Context: an optimization exercise on an open-source flow, tuned for small area and a short achievable clock period. The choices shown serve that exercise and are no tape-out recipe. At most, simulation tests tie the RTL to the original design; equivalence was not proved. The clock port is modelled as an ideal driver, which makes a skipped or thinned clock tree look cheaper than it is; a real chip needs a root buffer or a tree. No activity file was given, so power comes from the tool's default toggle rates.

## job 9420
==> flow/design.v <==
`timescale 1ns/1ps
module sync_fifo #(
    parameter WIDTH = 32,
    parameter DEPTH = 8,
    parameter ADDR_WIDTH = $clog2(DEPTH)
)(
    i_clk,
    i_rstn,
    i_wren,
    i_rden,
    i_wdata,
    o_rdata,
    o_empty,
    o_full
);
    input           i_clk;
    input           i_rstn;
    input           i_wren;
    input           i_rden;
    input [31:0]    i_wdata;
    output [31:0]   o_rdata;
    output          o_empty;
    output          o_full;
    reg  [31:0] head;            
    reg  [31:0] mem [0:6];       
    reg  [2:0]  rptr;            
    reg  [2:0]  wptr;            
    reg         nempty;          
    reg         nempty_h;        
    reg         one;             
    reg         full;            
    reg         nempty_o;        
    reg         full_o;          
    reg  [6:0]  rsel;            
    reg  [6:0]  wslot;           
    wire        empty = ~nempty;
    function [2:0] lfsr_next;
        input [2:0] s;
        lfsr_next = {s[1:0], ~(s[2] ^ s[1])};
    endfunction
    wire [2:0] rptr_nx = lfsr_next(rptr);
    wire [2:0] wptr_nx = lfsr_next(wptr);
    wire       two   = (wptr == rptr_nx);    
    wire       seven = (rptr == wptr_nx);    
    genvar g;
    wire       hold;     
    wire       sel_w;    
    wire [6:0] sel_m;    
    wire [6:0] mem_we;   
    sync_fifo_andn2 u_hold  (.a(nempty_h), .b(i_rden), .y(hold));
    sync_fifo_a21bo u_selw  (.a1(one), .a2(i_rden), .b1n(nempty_h), .y(sel_w));
    generate
        for (g = 0; g < 7; g = g + 1) begin : g_gate
            sync_fifo_and2 u_selm (.a(i_rden), .b(rsel[g]),  .y(sel_m[g]));
            sync_fifo_and2 u_we   (.a(i_wren), .b(wslot[g]), .y(mem_we[g]));
        end
    endgenerate
    wire       rd_adv    = i_rden & (~one | i_wren);
    wire       wr_adv    = i_wren & nempty;
    wire [2:0] rptr_n    = rd_adv ? rptr_nx : rptr;
    wire [2:0] wptr_n    = wr_adv ? wptr_nx : wptr;
    wire       nempty_n  = i_wren | ~sel_w;
    wire       one_n     = (empty & i_wren) | (one & (i_wren == i_rden)) | (two & i_rden & ~i_wren);
    wire       full_n    = ~i_rden & (full | (i_wren & seven));
    wire       nempty_on;
    wire       nempty_hn;
    wire       full_on;
    sync_fifo_orn2   u_ne_o (.a(i_wren), .b(sel_w), .y(nempty_on));
    sync_fifo_orn2   u_ne_h (.a(i_wren), .b(sel_w), .y(nempty_hn));
    sync_fifo_fullnx u_fu_o (.rd(i_rden), .wr(i_wren), .full(full), .seven(seven), .y(full_on));
    wire [6:0] rsel_n;
    wire [6:0] wslot_n;
    generate
        for (g = 0; g < 7; g = g + 1) begin : g_rsel
            assign rsel_n[g]  = nempty_n & ~one_n & (rptr_n == g);
            assign wslot_n[g] = nempty_n & (wptr_n == g);
        end
    endgenerate
    wire [31:0] head_nx;
    generate
        for (g = 0; g < 32; g = g + 1) begin : g_head
            wire y0, y1, y2;
            sync_fifo_aoi222 u0 (.a1(hold), .b1(head[g]), .a2(sel_w), .b2(i_wdata[g]), .a3(sel_m[0]), .b3(mem[0][g]), .y(y0));
            sync_fifo_aoi222 u1 (.a1(sel_m[1]), .b1(mem[1][g]), .a2(sel_m[2]), .b2(mem[2][g]), .a3(sel_m[3]), .b3(mem[3][g]), .y(y1));
            sync_fifo_aoi222 u2 (.a1(sel_m[4]), .b1(mem[4][g]), .a2(sel_m[5]), .b2(mem[5][g]), .a3(sel_m[6]), .b3(mem[6][g]), .y(y2));
            sync_fifo_nand3  u3 (.a(y0), .b(y1), .c(y2), .y(head_nx[g]));
        end
    endgenerate
    always @(posedge i_clk) begin
        head <= head_nx;
    end
    generate
        for (g = 0; g < 7; g = g + 1) begin : g_mem
            always @(posedge i_clk)
                if (mem_we[g])
                    mem[g] <= i_wdata;
        end
    endgenerate
    always @(posedge i_clk or negedge i_rstn) begin
        if (!i_rstn) begin
            rptr     <= 3'd0;
            wptr     <= 3'd0;
            nempty   <= 1'b0;
            nempty_h <= 1'b0;
            one      <= 1'b0;
            full     <= 1'b0;
            nempty_o <= 1'b0;
            full_o   <= 1'b0;
        end else begin
            rptr     <= rptr_n;
            wptr     <= wptr_n;
            nempty   <= nempty_n;
            nempty_h <= nempty_hn;
            one      <= one_n;
            full     <= full_n;
            nempty_o <= nempty_on;
            full_o   <= full_on;
        end
    end
    always @(posedge i_clk) begin
        rsel  <= rsel_n;
        wslot <= wslot_n;
    end
    assign o_rdata = head;
    assign o_empty = ~nempty_o;
    assign o_full  = full_o;
endmodule
module sync_fifo_aoi222 (
    input  a1, b1, a2, b2, a3, b3,
    output y
);
    assign y = ~((a1 & b1) | (a2 & b2) | (a3 & b3));
endmodule
module sync_fifo_nand3 (
    input  a, b, c,
    output y
);
    assign y = ~(a & b & c);
endmodule
module sync_fifo_and2 (
    input  a, b,
    output y
);
    assign y = a & b;
endmodule
module sync_fifo_andn2 (
    input  a, b,
    output y
);
    assign y = a & ~b;
endmodule
module sync_fifo_a21bo (
    input  a1, a2, b1n,
    output y
);
    assign y = (a1 & a2) | ~b1n;
endmodule
module sync_fifo_orn2 (
    input  a, b,
    output y
);
    assign y = a | ~b;
endmodule
module sync_fifo_fullnx (
    input  rd, wr, full, seven,
    output y
);
    assign y = ~rd & (full | (wr & seven));
endmodule
export LEC_CHECK = 0
export CAP_MARGIN = 20
export CORE_MARGIN = 2
export CORE_UTILIZATION = 40
export SETUP_SLACK_MARGIN = 2.05
export SLEW_MARGIN = 20
export SYNTH_HIERARCHICAL = 1
export SYNTH_MINIMUM_KEEP_SIZE = 0
create_clock -name core_clock -period 3.6 [get_ports {i_clk}]
standard.sh (not shown) runs the stock make flow with config.mk's settings and CLKGATE_MAP_FILE= SYNTH_SCRIPT=/design/flow/synth_recipe.tcl, a recipe that flattens the netlist after the stock synthesis.
==> flow/flow/run.sh <==
#!/bin/bash
# Own layout flow: the standard flow (standard.sh) with a hand-built
# two-level clock tree (flow/mcts.tcl) in place of TritonCTS, and small
# port buffers. Each step's full output goes to a log file in this folder;
# ORFS's per-step logs are under orfs/logs/.
set -euo pipefail
W=$(pwd)
EXTRA=(
  "BUFFER_PORTS_ARGS=-buffer_cell sky130_fd_sc_hd__buf_2"
  "PRE_CTS_TCL=$W/flow/mcts.tcl"
)
bash standard.sh "${EXTRA[@]}" synth > synth.log 2>&1
bash standard.sh "${EXTRA[@]}" finish > layout.log 2>&1
Other scripts of this flow, unchanged in this note and not shown: flow/flow/mcts.tcl
Job 9420: full flow OK, the timing, DRC and antenna checks passed
Here is what was changed in the inputs of job 5828 compared with job 9420.
diff --git a/flow/design.v b/flow/design.v
--- a/flow/design.v
+++ b/flow/design.v
@@ -42,32 +42,35 @@
     wire [2:0] wptr_nx = lfsr_next(wptr);
     wire       two   = (wptr == rptr_nx);    
     wire       seven = (rptr == wptr_nx);    
     genvar g;
-    wire       hold;     
-    wire       sel_w;    
-    wire [6:0] sel_m;    
-    wire [6:0] mem_we;   
-    sync_fifo_andn2 u_hold  (.a(nempty_h), .b(i_rden), .y(hold));
-    sync_fifo_a21bo u_selw  (.a1(one), .a2(i_rden), .b1n(nempty_h), .y(sel_w));
+    wire [1:0] hold;     
+    wire [1:0] sel_w;    
+    wire [6:0] sel_m  [0:1];    
+    wire [6:0] mem_we [0:1];    
+    genvar h;
     generate
-        for (g = 0; g < 7; g = g + 1) begin : g_gate
-            sync_fifo_and2 u_selm (.a(i_rden), .b(rsel[g]),  .y(sel_m[g]));
-            sync_fifo_and2 u_we   (.a(i_wren), .b(wslot[g]), .y(mem_we[g]));
+        for (h = 0; h < 2; h = h + 1) begin : g_half
+            sync_fifo_andn2 u_hold (.a(nempty_h), .b(i_rden), .y(hold[h]));
+            sync_fifo_a21bo u_selw (.a1(one), .a2(i_rden), .b1n(nempty_h), .y(sel_w[h]));
+            for (g = 0; g < 7; g = g + 1) begin : g_gate
+                sync_fifo_and2 u_selm (.a(i_rden), .b(rsel[g]),  .y(sel_m[h][g]));
+                sync_fifo_and2 u_we   (.a(i_wren), .b(wslot[g]), .y(mem_we[h][g]));
+            end
         end
     endgenerate
     wire       rd_adv    = i_rden & (~one | i_wren);
     wire       wr_adv    = i_wren & nempty;
     wire [2:0] rptr_n    = rd_adv ? rptr_nx : rptr;
     wire [2:0] wptr_n    = wr_adv ? wptr_nx : wptr;
-    wire       nempty_n  = i_wren | ~sel_w;
+    wire       nempty_n  = i_wren | ~sel_w[0];
     wire       one_n     = (empty & i_wren) | (one & (i_wren == i_rden)) | (two & i_rden & ~i_wren);
     wire       full_n    = ~i_rden & (full | (i_wren & seven));
     wire       nempty_on;
     wire       nempty_hn;
     wire       full_on;
-    sync_fifo_orn2   u_ne_o (.a(i_wren), .b(sel_w), .y(nempty_on));
-    sync_fifo_orn2   u_ne_h (.a(i_wren), .b(sel_w), .y(nempty_hn));
+    sync_fifo_orn2   u_ne_o (.a(i_wren), .b(sel_w[0]), .y(nempty_on));
+    sync_fifo_orn2   u_ne_h (.a(i_wren), .b(sel_w[0]), .y(nempty_hn));
     sync_fifo_fullnx u_fu_o (.rd(i_rden), .wr(i_wren), .full(full), .seven(seven), .y(full_on));
     wire [6:0] rsel_n;
     wire [6:0] wslot_n;
     generate
@@ -79,11 +82,11 @@
     wire [31:0] head_nx;
     generate
         for (g = 0; g < 32; g = g + 1) begin : g_head
             wire y0, y1, y2;
-            sync_fifo_aoi222 u0 (.a1(hold), .b1(head[g]), .a2(sel_w), .b2(i_wdata[g]), .a3(sel_m[0]), .b3(mem[0][g]), .y(y0));
-            sync_fifo_aoi222 u1 (.a1(sel_m[1]), .b1(mem[1][g]), .a2(sel_m[2]), .b2(mem[2][g]), .a3(sel_m[3]), .b3(mem[3][g]), .y(y1));
-            sync_fifo_aoi222 u2 (.a1(sel_m[4]), .b1(mem[4][g]), .a2(sel_m[5]), .b2(mem[5][g]), .a3(sel_m[6]), .b3(mem[6][g]), .y(y2));
+            sync_fifo_aoi222 u0 (.a1(hold[g/16]), .b1(head[g]), .a2(sel_w[g/16]), .b2(i_wdata[g]), .a3(sel_m[g/16][0]), .b3(mem[0][g]), .y(y0));
+            sync_fifo_aoi222 u1 (.a1(sel_m[g/16][1]), .b1(mem[1][g]), .a2(sel_m[g/16][2]), .b2(mem[2][g]), .a3(sel_m[g/16][3]), .b3(mem[3][g]), .y(y1));
+            sync_fifo_aoi222 u2 (.a1(sel_m[g/16][4]), .b1(mem[4][g]), .a2(sel_m[g/16][5]), .b2(mem[5][g]), .a3(sel_m[g/16][6]), .b3(mem[6][g]), .y(y2));
             sync_fifo_nand3  u3 (.a(y0), .b(y1), .c(y2), .y(head_nx[g]));
         end
     endgenerate
     always @(posedge i_clk) begin
@@ -91,10 +94,13 @@
     end
     generate
         for (g = 0; g < 7; g = g + 1) begin : g_mem
             always @(posedge i_clk)
-                if (mem_we[g])
-                    mem[g] <= i_wdata;
+                if (mem_we[0][g])
+                    mem[g][15:0] <= i_wdata[15:0];
+            always @(posedge i_clk)
+                if (mem_we[1][g])
+                    mem[g][31:16] <= i_wdata[31:16];
         end
     endgenerate
     always @(posedge i_clk or negedge i_rstn) begin
         if (!i_rstn) begin
Global-route wire length before repair for job 5828 is lower than for job 9420. Post-place setup slack, job 5828 and job 9420: smaller value in job 5828. Compared with job 9420, pin count of the biggest net entering global routing in job 5828 decreased by more than 10%. Multi-input combinational cell count: job 5828 vs job 9420 up 10. Job 5828 ends up with a power that is 2.3% lower than in job 9420. Job 5828: arrival time reported for the critical path endpoint higher than job 9420. Looking at starting density of the core across job 5828 and job 9420, the one that comes out higher is job 9420. Relative to job 9420, met1 wire length has decreased by about 15% in job 5828.
Only the layout flow was run in job 5828; the RTL was not checked for function there. In every run of this note, the design's own scripts or RTL, not TritonCTS, make the clock network.

what the ideal ports hide:
In the flow no input, the clock included, has a driving cell. The finished layouts below were timed again as built, in two steps. Step 1, drivers: a clkbuf_16 drives i_clk and a buf_2 each remaining input, both assumed. Step 2 also shifts input and output timing later by t, the mid clock arrival at the registers, as if the neighbouring blocks saw the same clock. Three values: no drivers, after step 1, after step 2; two values: the first two.
| run | t, ns | setup WS [ns] | hold slack, ns | worst setup path after step 2 |
|---|---|---|---|---|
| job 9420 | 0.393 | 2.017 / 1.952 / 1.608 | 0.276 / 0.204 / 0.476 | input to register |
| job 5828 | 0.396 | 1.994 / 1.957 / 1.581 | 0.270 / 0.199 / 0.476 | input to register |
After both steps every run listed still meets setup and hold. The setup slack of job 5828, which loses most, moves by -0.037 ns with the drivers and by -0.413 ns with both steps.
